Context: an optimization exercise on an open-source flow, tuned for a short achievable clock period and few clock cycles. The choices shown serve that exercise and are no tape-out recipe. For this run, only the layout was checked, not whether the RTL still works. Power figures rest on the tool's default switching activity, not on a simulated workload.

**flow/design.v**
```verilog
module regn(R, Rin, Clock, Q);
	parameter n = 9;
	input wire [n-1:0] R;
	input wire Rin, Clock;
	output reg [n-1:0] Q;
	always @(posedge Clock)
		if (Rin)
			Q <= R;
endmodule
module dec3to8(W, Y);
	input wire [2:0] W;
	output wire [7:0] Y;
	assign Y = 8'b1 << W;
endmodule
module num_on_bits(num_in, one_hot);
	input wire [7:0] num_in;
	output wire [8:0] one_hot;
	wire [4:0] lo, hi;
	nib_count cl (.v(num_in[3:0]), .c(lo));
	nib_count ch (.v(num_in[7:4]), .c(hi));
	assign one_hot[0] = lo[0] & hi[0];
	assign one_hot[1] = (lo[1] & hi[0]) | (lo[0] & hi[1]);
	assign one_hot[2] = (lo[2] & hi[0]) | (lo[1] & hi[1]) | (lo[0] & hi[2]);
	assign one_hot[3] = (lo[3] & hi[0]) | (lo[2] & hi[1]) | (lo[1] & hi[2]) | (lo[0] & hi[3]);
	assign one_hot[4] = (lo[4] & hi[0]) | (lo[3] & hi[1]) | (lo[2] & hi[2]) | (lo[1] & hi[3]) | (lo[0] & hi[4]);
	assign one_hot[5] = (lo[4] & hi[1]) | (lo[3] & hi[2]) | (lo[2] & hi[3]) | (lo[1] & hi[4]);
	assign one_hot[6] = (lo[4] & hi[2]) | (lo[3] & hi[3]) | (lo[2] & hi[4]);
	assign one_hot[7] = (lo[4] & hi[3]) | (lo[3] & hi[4]);
	assign one_hot[8] = lo[4] & hi[4];
endmodule
module nib_count(v, c);
	input wire [3:0] v;
	output reg [4:0] c;
	always @*
		case (v)
			4'b0000: c = 5'b00001;
			4'b0001, 4'b0010, 4'b0100, 4'b1000: c = 5'b00010;
			4'b0011, 4'b0101, 4'b0110, 4'b1001, 4'b1010, 4'b1100: c = 5'b00100;
			4'b1111: c = 5'b10000;
			default: c = 5'b01000;
		endcase
endmodule
module ALU(en, instruction, input_a, input_b, shift_oh, lt, din, din_en, result, bus);
	input wire en;                 
	input wire [8:0] input_a, input_b;
	input wire [2:0] instruction;
	input wire [8:0] shift_oh;    
	input wire [8:0] din;         
	input wire din_en;
	output wire [8:0] bus;        
	input wire lt;                
	output wire [8:0] result;
	localparam MV = 3'b000, ADD = 3'b010, SUB = 3'b011, SLL = 3'b111, SRL = 3'b110;
	wire [7:0] a = input_a[7:0];
	wire [7:0] b = input_b[7:0];
	wire sa = input_a[8];
	wire sb = input_b[8];
	wire [7:0] cs;                        
	wire [7:0] gs_all, ps_all;
	ks_prefix8 u_s (.g(a & b), .p(a ^ b), .G(gs_all), .P(ps_all));
	assign cs = {gs_all[6:0], 1'b0};
	wire [7:0] pd = ~(a ^ b);
	wire [7:0] gd = a & ~b;
	wire [7:0] Gd, Pd;
	ks_prefix8 u_d (.g(gd), .p(pd), .G(Gd), .P(Pd));
	wire [7:0] c0 = {Gd[6:0], 1'b0};               
	wire [7:0] c1 = {Gd[6:0] | Pd[6:0], 1'b1};     
	reg [7:0] shl, shr;
	integer j, k;
	always @*
	begin
		shl = 8'b0;
		shr = 8'b0;
		for (j = 0; j < 8; j = j + 1)
			for (k = 0; k < 8; k = k + 1)
			begin
				if (k <= j)
					shl[j] = shl[j] | (a[j-k] & shift_oh[k]);
				if (j + k < 8)
					shr[j] = shr[j] | (a[j+k] & shift_oh[k]);
			end
	end
	wire is_add = en & (instruction == ADD);
	wire is_sub = en & (instruction == SUB);
	wire is_sll = en & (instruction == SLL);
	wire is_srl = en & (instruction == SRL);
	wire is_mv  = en & (instruction == MV);
	wire eq_s   = (sa == sb);
	wire use_sum  = (is_add & eq_s) | (is_sub & ~sa & sb);
	wire use_absd = (is_add & ~eq_s) | (is_sub & eq_s);
	wire use_bma  = is_sub & sa & ~sb;
	wire sel_sum = use_sum;
	wire sel_bma = use_bma | (use_absd & lt);
	wire sel_amb = use_absd & ~lt;
	wire [7:0] other = ({8{is_sll}} & shl) | ({8{is_srl}} & shr) | ({8{is_mv}} & b);
	wire any_arith = sel_sum | sel_amb | sel_bma;
	wire [7:0] p_sel = {8{any_arith}} & ((a ^ b) ^ {8{sel_amb}});
	wire [7:0] c_sel = ({8{sel_sum}} & cs) | ({8{sel_amb}} & c1) | ({8{sel_bma}} & c0);
	wire [7:0] arith = p_sel ^ c_sel;
	assign result[7:0] = arith | other;
	assign bus[7:0] = arith | other | ({8{din_en}} & din[7:0]);
	wire sgn_static = (is_mv & sb) | ((is_add | is_sub | is_sll | is_srl) & sa);
	assign result[8] = use_absd ? (lt ^ (is_sub & sa)) : sgn_static;
	assign bus[8] = result[8] | (din_en & din[8]);
endmodule
module ks_prefix8(g, p, G, P);
	input wire [7:0] g, p;
	output wire [7:0] G, P;
	wire [7:0] g1, p1, g2, p2;
	genvar i;
	generate
		for (i = 0; i < 8; i = i + 1) begin : l1
			if (i >= 1) begin
				assign g1[i] = g[i] | (p[i] & g[i-1]);
				assign p1[i] = p[i] & p[i-1];
			end else begin
				assign g1[i] = g[i];
				assign p1[i] = p[i];
			end
		end
		for (i = 0; i < 8; i = i + 1) begin : l2
			if (i >= 2) begin
				assign g2[i] = g1[i] | (p1[i] & g1[i-2]);
				assign p2[i] = p1[i] & p1[i-2];
			end else begin
				assign g2[i] = g1[i];
				assign p2[i] = p1[i];
			end
		end
		for (i = 0; i < 8; i = i + 1) begin : l3
			if (i >= 4) begin
				assign G[i] = g2[i] | (p2[i] & g2[i-4]);
				assign P[i] = p2[i] & p2[i-4];
			end else begin
				assign G[i] = g2[i];
				assign P[i] = p2[i];
			end
		end
	endgenerate
endmodule
module mag_lt(a, b, lt, gt);
	input wire [7:0] a, b;
	output wire lt, gt;
	wire [3:0] l1, g1;
	wire [1:0] l2, g2;
	genvar i;
	generate
		for (i = 0; i < 4; i = i + 1) begin : t1
			cmp2 c (.a(a[2*i+1:2*i]), .b(b[2*i+1:2*i]), .lt(l1[i]), .gt(g1[i]));
		end
		for (i = 0; i < 2; i = i + 1) begin : t2
			cmp_join j (.lh(l1[2*i+1]), .gh(g1[2*i+1]), .ll(l1[2*i]), .gl(g1[2*i]), .lt(l2[i]), .gt(g2[i]));
		end
	endgenerate
	cmp_join j3 (.lh(l2[1]), .gh(g2[1]), .ll(l2[0]), .gl(g2[0]), .lt(lt), .gt(gt));
endmodule
module cmp2(a, b, lt, gt);
	input wire [1:0] a, b;
	output wire lt, gt;
	assign lt = a < b;
	assign gt = a > b;
endmodule
module cmp_join(lh, gh, ll, gl, lt, gt);
	input wire lh, gh, ll, gl;
	output wire lt, gt;
	assign lt = lh | (~gh & ll);
	assign gt = gh | (~lh & gl);
endmodule
module mux_10_to_1(DIN, alu_out, pend, bus_out);
	input wire [8:0] DIN, alu_out;
	input wire pend;
	output wire [8:0] bus_out;
	assign bus_out = alu_out | ({9{pend}} & DIN);
endmodule
module cpu_top (DIN, Resetn, Clock, Run, Done, BusWires, debug_reg0, debug_reg1,
debug_reg2, debug_reg3, debug_reg4, debug_reg5, debug_reg6, debug_reg7);
	input wire [8:0] DIN;
	input wire Resetn, Clock, Run;
	output wire Done;
	output wire [8:0] BusWires;
	output wire [8:0] debug_reg0, debug_reg1;
	output wire [8:0] debug_reg2, debug_reg3, debug_reg4, debug_reg5, debug_reg6, debug_reg7;
	localparam mvi = 3'b001;
	reg [8:0] R [0:7];
	reg [8:0] SH [0:7];  
	reg       pend;      
	reg [2:0] pend_x;    
	wire [2:0] op = DIN[8:6];
	wire [2:0] X  = DIN[5:3];
	wire [2:0] Y  = DIN[2:0];
	wire [7:0] xd, yd, yd2;
	dec3to8 decX (X, xd);
	dec3to8 decY (Y, yd);
	dec3to8 decY2 (Y, yd2);
	reg [8:0] a, b, oh;
	integer n;
	always @*
	begin
		a = 9'b0;
		b = 9'b0;
		oh = 9'b0;
		for (n = 0; n < 8; n = n + 1)
		begin
			a = a | ({9{xd[n]}} & R[n]);
			b = b | ({9{yd[n]}} & R[n]);
			oh = oh | ({9{yd2[n]}} & SH[n]);
		end
	end
	wire [7:0] xd2, yd3;
	dec3to8 decX2 (X, xd2);
	dec3to8 decY3 (Y, yd3);
	wire [63:0] LT;
	wire [7:0] wxd;    
	reg lt_sel;
	integer p, q;
	always @*
	begin
		lt_sel = 1'b0;
		for (p = 0; p < 8; p = p + 1)
			for (q = 0; q < 8; q = q + 1)
				lt_sel = lt_sel | (xd2[p] & yd3[q] & LT[p*8+q]);
	end
	wire [8:0] alu_out;
	ALU alu (.en(~pend), .instruction(op), .input_a(a), .input_b(b), .shift_oh(oh), .lt(lt_sel),
	          .din(DIN), .din_en(pend), .result(alu_out), .bus(BusWires));
	wire run_exec = Run & ~pend & (op != mvi);
	wire run_mvi  = Run & ~pend & (op == mvi);
	assign Done     = run_exec | pend;
	wire [8:0] wdata;
	mux_10_to_1 bus_write (.DIN(DIN), .alu_out(alu_out), .pend(pend), .bus_out(wdata));
	wire [8:0] wcmp;
	mux_10_to_1 bus_cmp (.DIN(DIN), .alu_out(alu_out), .pend(pend), .bus_out(wcmp));
	wire [8:0] bus_oh;
	num_on_bits pc (.num_in(wcmp[7:0]), .one_hot(bus_oh));
	wire [2:0] wx = pend ? pend_x : X;
	dec3to8 decW (wx, wxd);
	genvar gx, gy;
	generate
		for (gx = 0; gx < 8; gx = gx + 1) begin : g_ltx
			for (gy = 0; gy < 8; gy = gy + 1) begin : g_lty
				if (gx == gy) begin : g_same
					assign LT[gx*8+gy] = 1'b0;
				end else begin : g_pair
					reg lt_q;
					always @(posedge Clock, negedge Resetn)
						if (!Resetn)
							lt_q <= 1'b0;
						else if (Done & (wxd[gx] | wxd[gy]))
							lt_q <= wxd[gx] ? w_lt[gy] : w_gt[gx];
					assign LT[gx*8+gy] = lt_q;
				end
			end
		end
	endgenerate
	wire [7:0] w_lt, w_gt;
	genvar gj;
	generate
		for (gj = 0; gj < 8; gj = gj + 1) begin : g_cmp
			mag_lt c (.a(wcmp[7:0]), .b(R[gj][7:0]), .lt(w_lt[gj]), .gt(w_gt[gj]));
		end
	endgenerate
	integer i;
	always @(posedge Clock, negedge Resetn)
	begin
		if (!Resetn)
		begin
			pend <= 1'b0;
			pend_x <= 3'b0;
			for (i = 0; i < 8; i = i + 1)
			begin
				R[i] <= 9'b0;
				SH[i] <= 9'b1;
			end
		end
		else
		begin
			pend <= run_mvi;
			if (run_mvi)
				pend_x <= X;
			if (Done)
			begin
				R[wx] <= wdata;
				SH[wx] <= bus_oh;
			end
		end
	end
	assign debug_reg0 = R[0];
	assign debug_reg1 = R[1];
	assign debug_reg2 = R[2];
	assign debug_reg3 = R[3];
	assign debug_reg4 = R[4];
	assign debug_reg5 = R[5];
	assign debug_reg6 = R[6];
	assign debug_reg7 = R[7];
endmodule
```
**flow/run.sh**
```bash
#!/bin/bash
# synth_recipe.tcl (not shown) runs the flow's synth.tcl, then flattens the netlist and writes it again
# the make line also repeats each setting of config.mk as NAME=value (left out here)
make -C /OpenROAD-flow-scripts/flow DESIGN_CONFIG=/design/flow/config.mk WORK_HOME=/design/flow/orfs CLKGATE_MAP_FILE= SYNTH_SCRIPT=/design/flow/synth_recipe.tcl finish
```
**flow/config.mk**
```make
export PLATFORM = sky130hd
export DESIGN_NAME = cpu_top
export DESIGN_NICKNAME = cpu_top
export VERILOG_FILES = /design/flow/design.v
export SDC_FILE = /design/flow/constraint.sdc
export NUM_CORES = 4
export LEC_CHECK = 0
export CAP_MARGIN = 20
export CORE_MARGIN = 2
export CORE_UTILIZATION = 50
export PLACE_DENSITY = 0.7
export SETUP_SLACK_MARGIN = 3.5
export SLEW_MARGIN = 20
export SYNTH_HIERARCHICAL = 1
export SYNTH_MINIMUM_KEEP_SIZE = 0
```
**flow/constraint.sdc**
```tcl
create_clock -name core_clock -period 7.5 [get_ports {Clock}]
set_input_delay 1.5000 -clock core_clock [delete_from_list [all_inputs] [get_ports {Clock}]]
set_output_delay 1.5000 -clock core_clock [all_outputs]
set_load 0.01 [all_outputs]
```
==> reports/metrics.csv <==
stage,metric,value,unit
status,status,"complete, no violations",
power_and_ir_drop,Max VDD drop,384,uV
clocking,CTS buffer count,17,
drt,ANT nets after route,0,
placement,placed wire-length estimate,35.7,mm
placement,IO Port Bufs,93,
setup_path,cell mode on critical path,buf_4,
drt,DRC viols,0,
cells_and_area,most frequent cells in the layout,"dfrtp_1 (188), buf_4 (156), a22oi_1 (124), inv_1 (122), nand3_1 (118)",
setup_path,kind of critical path,input pin to output port,
setup_path,CP max FO,14,
setup_path,critical-path cell list,buf_6 -> buf_12 -> and3b_2 -> buf_4 -> a22oi_1 -> nand4_1 -> buf_4 -> inv_1 -> ha_4 -> a21oi_2 -> o21a_1 -> o31ai_4 -> nor2_4 -> a2bb2oi_2 -> o211a_1 -> o211ai_2 -> buf_2,
sta,final worst-path cycle share,79.7,%
setup_path,Crit. End Element,output port,
setup_path,worst path bufs/invs,6,
cells_and_area,area delta synth->final,36.1,%
drt,aggregate routed wire length,59.0,mm
placement,placed cell area,16700,um^2
floorplan,Die W,177,um
sta,fmax,0.167,GHz
yosys,Synth Instances,1526,
global_routing,largest net degree at the start of global routing,119,
cells_and_area,Final Instance Area,20400,um^2
clocking,CTS tree,yes,
cells_and_area,layout net count,1853,
floorplan,row count,63,
cells_and_area,n_diodes,0,
clocking,Sinks on Clock Net,196,
setup_path,family with the most delay on the worst path,compound AO/OA/AOI/OAI gates,
drt,Starting DRT DRC Count,2275,
sta,Max Slew Vio Count,0,
global_routing,total gr overflow,0,
job,max cap viols,0,
drt,via count,14751,
sta,worst clock skew,23.6,ps
clocking,Max clock buf depth,2,
cells_and_area,Fillers,2097,
global_routing,vias in the first global route,14169,
clocking,clock insertion delay at the later pin of the skew report,480,ps
setup_path,Worst EP required,6000,ps
global_routing,first-pass GRT wire length,85.5,mm
cells_and_area,layout cells sized above 1,42.5,%
drt,via/cell ratio,6.83,
clocking,hold buffer count at CTS,0,
cells_and_area,Finished Layout Cells,2161,
yosys,yosys warns,13,
floorplan,DIE AREA,31400,um^2
setup_path,slowest CP cell,and3b_2,
power_and_ir_drop,Tot Pwr,11.1,mW
sta,Final min period,5980,ps
cells_and_area,fin util,69.0,%
sta,Final Hold Viols,0,
sta,setup TNS,0,ps
placement,routability congestion estimate,0.942,
worst_hold_path,Hold Path Class,flop to flop,
power_and_ir_drop,Leakage,8.98,nW
cells_and_area,"most common cell after layout, fill and taps aside",dfrtp_1,
clocking,H-tree depth,4,
setup_path,CP peak stage delay,310,ps
global_routing,antenna violations before repair,0,
floorplan,Die Height,177,um
global_routing,GRT Overall Usage,36.0,%
sta,Worst-Margin Slew,1060,ps
floorplan,core area,29600,um^2
placement,dpl cells,1970,
floorplan,I/O pin cnt,94,
clocking,Root Driver,clkbuf_16,
sta,Finish-stage setup viols,0,
power_and_ir_drop,power per cell area,546,nW/um^2
floorplan,initial core utilization,50.7,%
sta,relative slew slack,28.9,%
sta,RSZ-0062 raised after global routing,true,
yosys,syn nets,1621,
yosys,Syn Area/Cell,9.82,um^2
setup_path,Critical Path AT,4480,ps
yosys,Post-Syn Area,15000,um^2
setup_path,nature of the critical path startpoint,input pin,
drt,post-DR wirelength/cell,27.3,um
drt,first-pass iteration count of the detailed router,9,
clocking,clock-pin slew on the worst setup and hold paths,90,ps
[worst paths after layout]
| check | start | endpoint | slack, ps | depth (start not counted) |
|---|---|---|---|---|
| worst min register to register | SH[5][4] | SH[5][4] | 510 | 1 |
| worst max register to register | R[1][1] | SH[4][4] | 2680 | 22 |
| min in group asynchronous | Resetn | SH[2][6] | 1150 | 1 |
| max in group asynchronous | Resetn | SH[6][1] | 4960 | 2 |
| worst max-delay path | DIN[0] | BusWires[7] | 1520 | 17 |
| worst min-delay path | SH[5][4] | SH[5][4] | 510 | 1 |
[timing repair]
item | CTS | global route
endpoints found under the setup margin | 202 | 202
resized for setup | 332 | 145
cloned | 12 | 1
setup buffers | 101 | 45
pin swaps | 79 | 60
[power breakdown]
part	switching [mW]	internal, mW	leakage, nW
Combinational	4.24	3.93	6.14
Clock	0.514	0.453	0.287
Sequential	0.546	1.45	2.55
[final cells by class]
type,count,area [um^2],area share (%)
inverters,147,578,2.83
clock inverters,15,168,0.822
repair buffers,305,3020,14.8
multi-input cells,1089,10800,52.9
clock buffers,17,425,2.08
flip-flops and latches,196,4910,24.1
well taps,390,488,2.39
repair inverters,2,12.5,0.0613
[registers in the layout (all words and copies together), names as in the netlist]
register / cells
R: 72
SH: 64
g_ltx.g_lty.g_pair.lt_q: 56
pend_x: 3
pend: 1
[layer usage]
layer	global-route usage [%]	vias to the layer above	share of wire, %
met3	6.83	251	9.8
met4	18.7	0	6.1
met1	47.4	7271	39
met2	56.2	1027	46
met5	0	-	0
li1	-	6202	-
[per-stage QoR]
stage / hold WS, ps / worst slack [ps]
global route: 526 / 1480
global placement: 474 / 169
floorplan: 459 / 2110
finish: 514 / 1520
detailed placement: 494 / 218
CTS: 513 / 1810

-- separate check: timing with driven ports --
The flow's constraints put no driver on any port. The routed layout listed below was extracted and timed again, unchanged, in two steps.
Step 1, drivers: a clkbuf_16 drives Clock and a buf_2 each remaining input, both assumed.
Step 2 also shifts input and output timing later by t, the mid clock arrival at the registers, as if the neighbouring blocks saw the same clock.
Three values: no drivers, after step 1, after step 2; two values: the first two.
shift t [ns]: 0.522
slack for setup (ns): 1.522 / 1.444 / 1.031
clock arrival spread, ns: 0.024 / 0.023
After both steps setup and hold are still met in this run. The setup slack of this run moves by -0.078 ns with the drivers and by -0.491 ns with both steps.
